Source: an optimization exercise on an open RTL-to-GDS flow (aim: small area, a short achievable clock period and few clock cycles per item). Production flows keep margins and buffers that such runs may drop. Where RTL was checked, it was by simulation tests only, not by an equivalence proof against the original. Power and IR drop assume default switching activity.

Design iterativeDivision, start of the top module:
module iterativeDivision
  #(parameter int unsigned DATA_W = 32)
  ( input  var logic i_clk
  , input  var logic i_rst  
  , input  var logic [DATA_W-1:0] i_dividend
  , input  var logic [DATA_W-1:0] i_divisor
  , input  var logic i_start  
  , output var logic [DATA_W-1:0] o_quotient
  , output var logic [DATA_W-1:0] o_remainder
  , output var logic o_finish  
  );
  function automatic logic [5:0] clz32(input logic [31:0] x);
    logic [15:0] z1; logic [15:0] c1;       
    logic [7:0]  z2; logic [15:0] c2;       
    logic [3:0]  z3; logic [11:0] c3;       
    logic [1:0]  z4; logic [7:0]  c4;       
    logic        z5; logic [4:0]  c5;
    for (int i = 0; i < 16; i++) begin
      z1[i] = !(x[2*i+1] || x[2*i]);
      c1[i] = !x[2*i+1];
    end
    for (int i = 0; i < 8; i++) begin
      z2[i]         = z1[2*i+1] && z1[2*i];
      c2[2*i+:2]    = z1[2*i+1] ? {1'b1, c1[2*i]} : {1'b0, c1[2*i+1]};
    end
    for (int i = 0; i < 4; i++) begin
      z3[i]         = z2[2*i+1] && z2[2*i];
      c3[3*i+:3]    = z2[2*i+1] ? {1'b1, c2[4*i+:2]} : {1'b0, c2[4*i+2+:2]};
    end
    for (int i = 0; i < 2; i++) begin
      z4[i]         = z3[2*i+1] && z3[2*i];
      c4[4*i+:4]    = z3[2*i+1] ? {1'b1, c3[6*i+:3]} : {1'b0, c3[6*i+3+:3]};
    end
    z5 = z4[1] && z4[0];
    c5 = z4[1] ? {1'b1, c4[3:0]} : {1'b0, c4[7:4]};
    clz32 = {z5, z5 ? 5'd0 : c5};
  endfunction
  logic divZero_q;
  logic [5:0] zA, zB;
  logic [6:0] shDiff_q;
  always_comb begin
    zA = clz32(i_dividend);
    zB = clz32(i_divisor);
  end
  always_ff @(posedge i_clk)
    if (i_start)
      shDiff_q <= {1'b0, zB} - {1'b0, zA};
  logic [3:0] shAmt;
  logic       quotZero, alignDone;
  always_comb begin
    shAmt    = shDiff_q[4:1];
    quotZero = shDiff_q[6] || divZero_q;
    alignDone = (shDiff_q[5:1] == '0);
  end
  logic       busy_q, align_q, step_q;
  logic [3:0] count_q;
  always_ff @(posedge i_clk)
    if (i_rst) begin
      busy_q  <= '0;
  ...
==> module iterativeDivision, before the edit <==
module iterativeDivision
  #(parameter int unsigned DATA_W = 32)
  ( input  var logic i_clk
  , input  var logic i_rst  
  , input  var logic [DATA_W-1:0] i_dividend
  , input  var logic [DATA_W-1:0] i_divisor
  , input  var logic i_start  
  , output var logic [DATA_W-1:0] o_quotient
  , output var logic [DATA_W-1:0] o_remainder
  , output var logic o_finish  
  );
  function automatic logic [5:0] clz32(input logic [31:0] x);
    logic [15:0] z1; logic [15:0] c1;       
    logic [7:0]  z2; logic [15:0] c2;       
    logic [3:0]  z3; logic [11:0] c3;       
    logic [1:0]  z4; logic [7:0]  c4;       
    logic        z5; logic [4:0]  c5;
    for (int i = 0; i < 16; i++) begin
      z1[i] = !(x[2*i+1] || x[2*i]);
      c1[i] = !x[2*i+1];
    end
    for (int i = 0; i < 8; i++) begin
      z2[i]         = z1[2*i+1] && z1[2*i];
      c2[2*i+:2]    = z1[2*i+1] ? {1'b1, c1[2*i]} : {1'b0, c1[2*i+1]};
    end
    for (int i = 0; i < 4; i++) begin
      z3[i]         = z2[2*i+1] && z2[2*i];
      c3[3*i+:3]    = z2[2*i+1] ? {1'b1, c2[4*i+:2]} : {1'b0, c2[4*i+2+:2]};
    end
    for (int i = 0; i < 2; i++) begin
      z4[i]         = z3[2*i+1] && z3[2*i];
      c4[4*i+:4]    = z3[2*i+1] ? {1'b1, c3[6*i+:3]} : {1'b0, c3[6*i+3+:3]};
    end
    z5 = z4[1] && z4[0];
    c5 = z4[1] ? {1'b1, c4[3:0]} : {1'b0, c4[7:4]};
    clz32 = {z5, z5 ? 5'd0 : c5};
  endfunction
  logic divZero_q;
  logic [5:0] zA, zB;
  logic [6:0] shDiff_q;
  always_comb begin
    zA = clz32(i_dividend);
    zB = clz32(i_divisor);
  end
  always_ff @(posedge i_clk)
    if (i_start)
      shDiff_q <= {1'b0, zB} - {1'b0, zA};
  logic [3:0] shAmt;
  logic       quotZero, alignDone;
  always_comb begin
    shAmt    = shDiff_q[4:1];
    quotZero = shDiff_q[6] || divZero_q;
    alignDone = (shDiff_q[5:1] == '0);
  end
  logic       busy_q, align_q, step_q;
  logic [3:0] count_q;
  always_ff @(posedge i_clk)
    if (i_rst) begin
      busy_q  <= '0;
      align_q <= '0;
      step_q  <= '0;
    end else if (i_start) begin
      busy_q  <= '1;
      align_q <= '1;
      step_q  <= '0;
    end else if (align_q) begin
      busy_q  <= !quotZero;
      align_q <= '0;
      step_q  <= !quotZero && !alignDone;
    end else begin
      busy_q  <= busy_q && step_q;
      step_q  <= step_q && (count_q != '0);
    end
  always_ff @(posedge i_clk)
    if (align_q)
      count_q <= shAmt;
    else
      count_q <= count_q - 1'b1;
  always_comb
    o_finish = busy_q && (align_q ? quotZero : !step_q);
  logic [DATA_W:0]   div_q;
  logic [DATA_W-1:0] rem_q, quo_q, remNext;
  logic              doStep;
  always_comb
    doStep = step_q || (align_q && alignDone && !quotZero);
  localparam int unsigned W = DATA_W + 3;
  logic [W-1:0] rX, dX, d2X, s3, c3;
  logic [W:0]   t1, t2, t3;
  logic         ge1, ge2, ge3, q1, q2;
  always_comb begin
    rX  = W'(rem_q);
    d2X = W'(div_q);
    dX  = W'(div_q[DATA_W:1]);
    s3  = rX ^ ~d2X ^ ~dX;
    c3  = {(rX[W-2:0] & ~d2X[W-2:0]) | (rX[W-2:0] & ~dX[W-2:0])
           | (~d2X[W-2:0] & ~dX[W-2:0]), 1'b1};
    t1  = {rX, 1'b1} + {~dX, 1'b1};
    t2  = {rX, 1'b1} + {~d2X, 1'b1};
    t3  = {s3, 1'b1} + {c3, 1'b1};
    ge1 = !t1[W];
    ge2 = !t2[W];
    ge3 = !t3[W];
    q1  = ge2;
    q2  = ge3 || (ge1 && !ge2);
    if (ge3)
      remNext = t3[DATA_W:1];
    else if (ge2)
      remNext = t2[DATA_W:1];
    else if (ge1)
      remNext = t1[DATA_W:1];
    else
      remNext = rem_q;
  end
  always_ff @(posedge i_clk)
    if (i_start)
      divZero_q <= (i_divisor == '0);
  always_ff @(posedge i_clk)
    if (i_start)
      div_q <= {i_divisor, 1'b0};
    else if (align_q)
      div_q <= div_q << {shAmt, 1'b0};
    else
      div_q <= div_q >> 2;
  always_ff @(posedge i_clk)
    if (i_start)
      rem_q <= i_dividend;
    else if (doStep)
      rem_q <= remNext;
  always_ff @(posedge i_clk)
    if (i_start)
      quo_q <= {DATA_W{i_divisor == '0}};
    else if (doStep)
      quo_q <= {quo_q[DATA_W-3:0], q1, q2};
  always_comb begin
    o_quotient  = quo_q;
    o_remainder = rem_q;
  end
endmodule
Settings: LEC_CHECK=0, ABC_AREA=1, CAP_MARGIN=20, CORE_MARGIN=2, CORE_UTILIZATION=40, SETUP_SLACK_MARGIN=4.5, SLEW_MARGIN=20; clock period 8.0 ns.
standard.sh (not shown) runs the stock make flow with config.mk's settings and CLKGATE_MAP_FILE= SYNTH_SCRIPT=/design/flow/synth_recipe.tcl, a recipe that flattens the netlist after the stock synthesis.
==> flow/flow/run.sh <==
#!/bin/bash
# Standard layout, with the port buffers made from the smallest buffer cell
# (repair may still resize them). make's output goes to flow_make.log; each
# ORFS step writes its own log under orfs/logs/.
set -euo pipefail
export BUFFER_PORTS_ARGS="-buffer_cell sky130_fd_sc_hd__buf_1"
bash standard.sh finish > flow_make.log 2>&1
The starting point went through all stages and came out clean.
Testbench counts at the start, summed over its fixed seeds: cycles 13,806, items 3,200.
==> next run, changes <==
--- a/flow/design.v
+++ b/flow/design.v
@@ -34,26 +34,31 @@
     end
     z5 = z4[1] && z4[0];
     c5 = z4[1] ? {1'b1, c4[3:0]} : {1'b0, c4[7:4]};
     clz32 = {z5, z5 ? 5'd0 : c5};
   endfunction
-  logic divZero_q;
-  logic [5:0] zA, zB;
-  logic [6:0] shDiff_q;
+  logic [5:0] zA_q, zB_q;
+  logic       quotZero_q;
+  logic [31:0] dividendSeen;
   always_comb begin
-    zA = clz32(i_dividend);
-    zB = clz32(i_divisor);
+    dividendSeen[31] = i_dividend[31];
+    for (int i = 30; i >= 0; i--)
+      dividendSeen[i] = dividendSeen[i+1] || i_dividend[i];
   end
-  always_ff @(posedge i_clk)
-    if (i_start)
-      shDiff_q <= {1'b0, zB} - {1'b0, zA};
+  always_ff @(posedge i_clk) begin
+    zA_q       <= clz32(i_dividend);
+    zB_q       <= clz32(i_divisor);
+    quotZero_q <= (i_divisor == '0) || ((i_divisor & ~dividendSeen) != '0);
+  end
+  logic [5:0] shDiff;
   logic [3:0] shAmt;
   logic       quotZero, alignDone;
   always_comb begin
-    shAmt    = shDiff_q[4:1];
-    quotZero = shDiff_q[6] || divZero_q;
-    alignDone = (shDiff_q[5:1] == '0);
+    shDiff   = zB_q - zA_q;  
+    shAmt    = shDiff[4:1];
+    quotZero = quotZero_q;
+    alignDone = (shDiff[5:1] == '0);
   end
   logic       busy_q, align_q, step_q;
   logic [3:0] count_q;
   always_ff @(posedge i_clk)
     if (i_rst) begin
@@ -112,13 +117,10 @@
     else
       remNext = rem_q;
   end
   always_ff @(posedge i_clk)
     if (i_start)
-      divZero_q <= (i_divisor == '0);
-  always_ff @(posedge i_clk)
-    if (i_start)
       div_q <= {i_divisor, 1'b0};
     else if (align_q)
       div_q <= div_q << {shAmt, 1'b0};
     else
       div_q <= div_q >> 2;
@@ -128,11 +130,13 @@
     else if (doStep)
       rem_q <= remNext;
   always_ff @(posedge i_clk)
     if (i_start)
       quo_q <= {DATA_W{i_divisor == '0}};
-    else if (doStep)
+    else if (align_q && !alignDone)
+      quo_q <= '0;
+    else
       quo_q <= {quo_q[DATA_W-3:0], q1, q2};
   always_comb begin
     o_quotient  = quo_q;
     o_remainder = rem_q;
   end
Effect:
- wire length went up by 18%
- critical path depth is unchanged
- worst setup slack improved by 0.11 ns
- cell count went up by about 2.5%
- power went up by 31%
- non-clock buffer count went down by 10
- first-iteration DRC count went up by about 37%
- hold slack is about the same
- sequential cell count went up by 6
The RTL of the second run of this note was laid out without a check of its function.

[what the ideal ports hide]
The flow's constraints put no driver on any port. The routed layouts listed below were extracted and timed again, unchanged, in two steps.
Step 1 assumes that a clkbuf_16 drives the clock port and a buf_2 every other input.
Step 2 adds t to the input delays and takes it off the output delays; t is the mean of the earliest and latest rising clock arrival at the registers after step 1. Input paths then give back, and output paths get back, about the clock's delay inside the block.
a / b / c = ideal / step 1 / step 2; a / b = the first two.
run | t (ns) | setup WS [ns] | hold slack, ns
the first run | 0.423 | 4.453 / 4.465 / 4.042 | 0.445 / 0.445 / 0.445
the second run | 0.483 | 4.566 / 4.566 / 4.162 | 0.443 / 0.443 / 0.443
After both steps setup and hold are still met in every run listed. For the first run, which loses most, drivers alone change the setup slack by +0.012 ns; drivers and shift together by -0.411 ns.
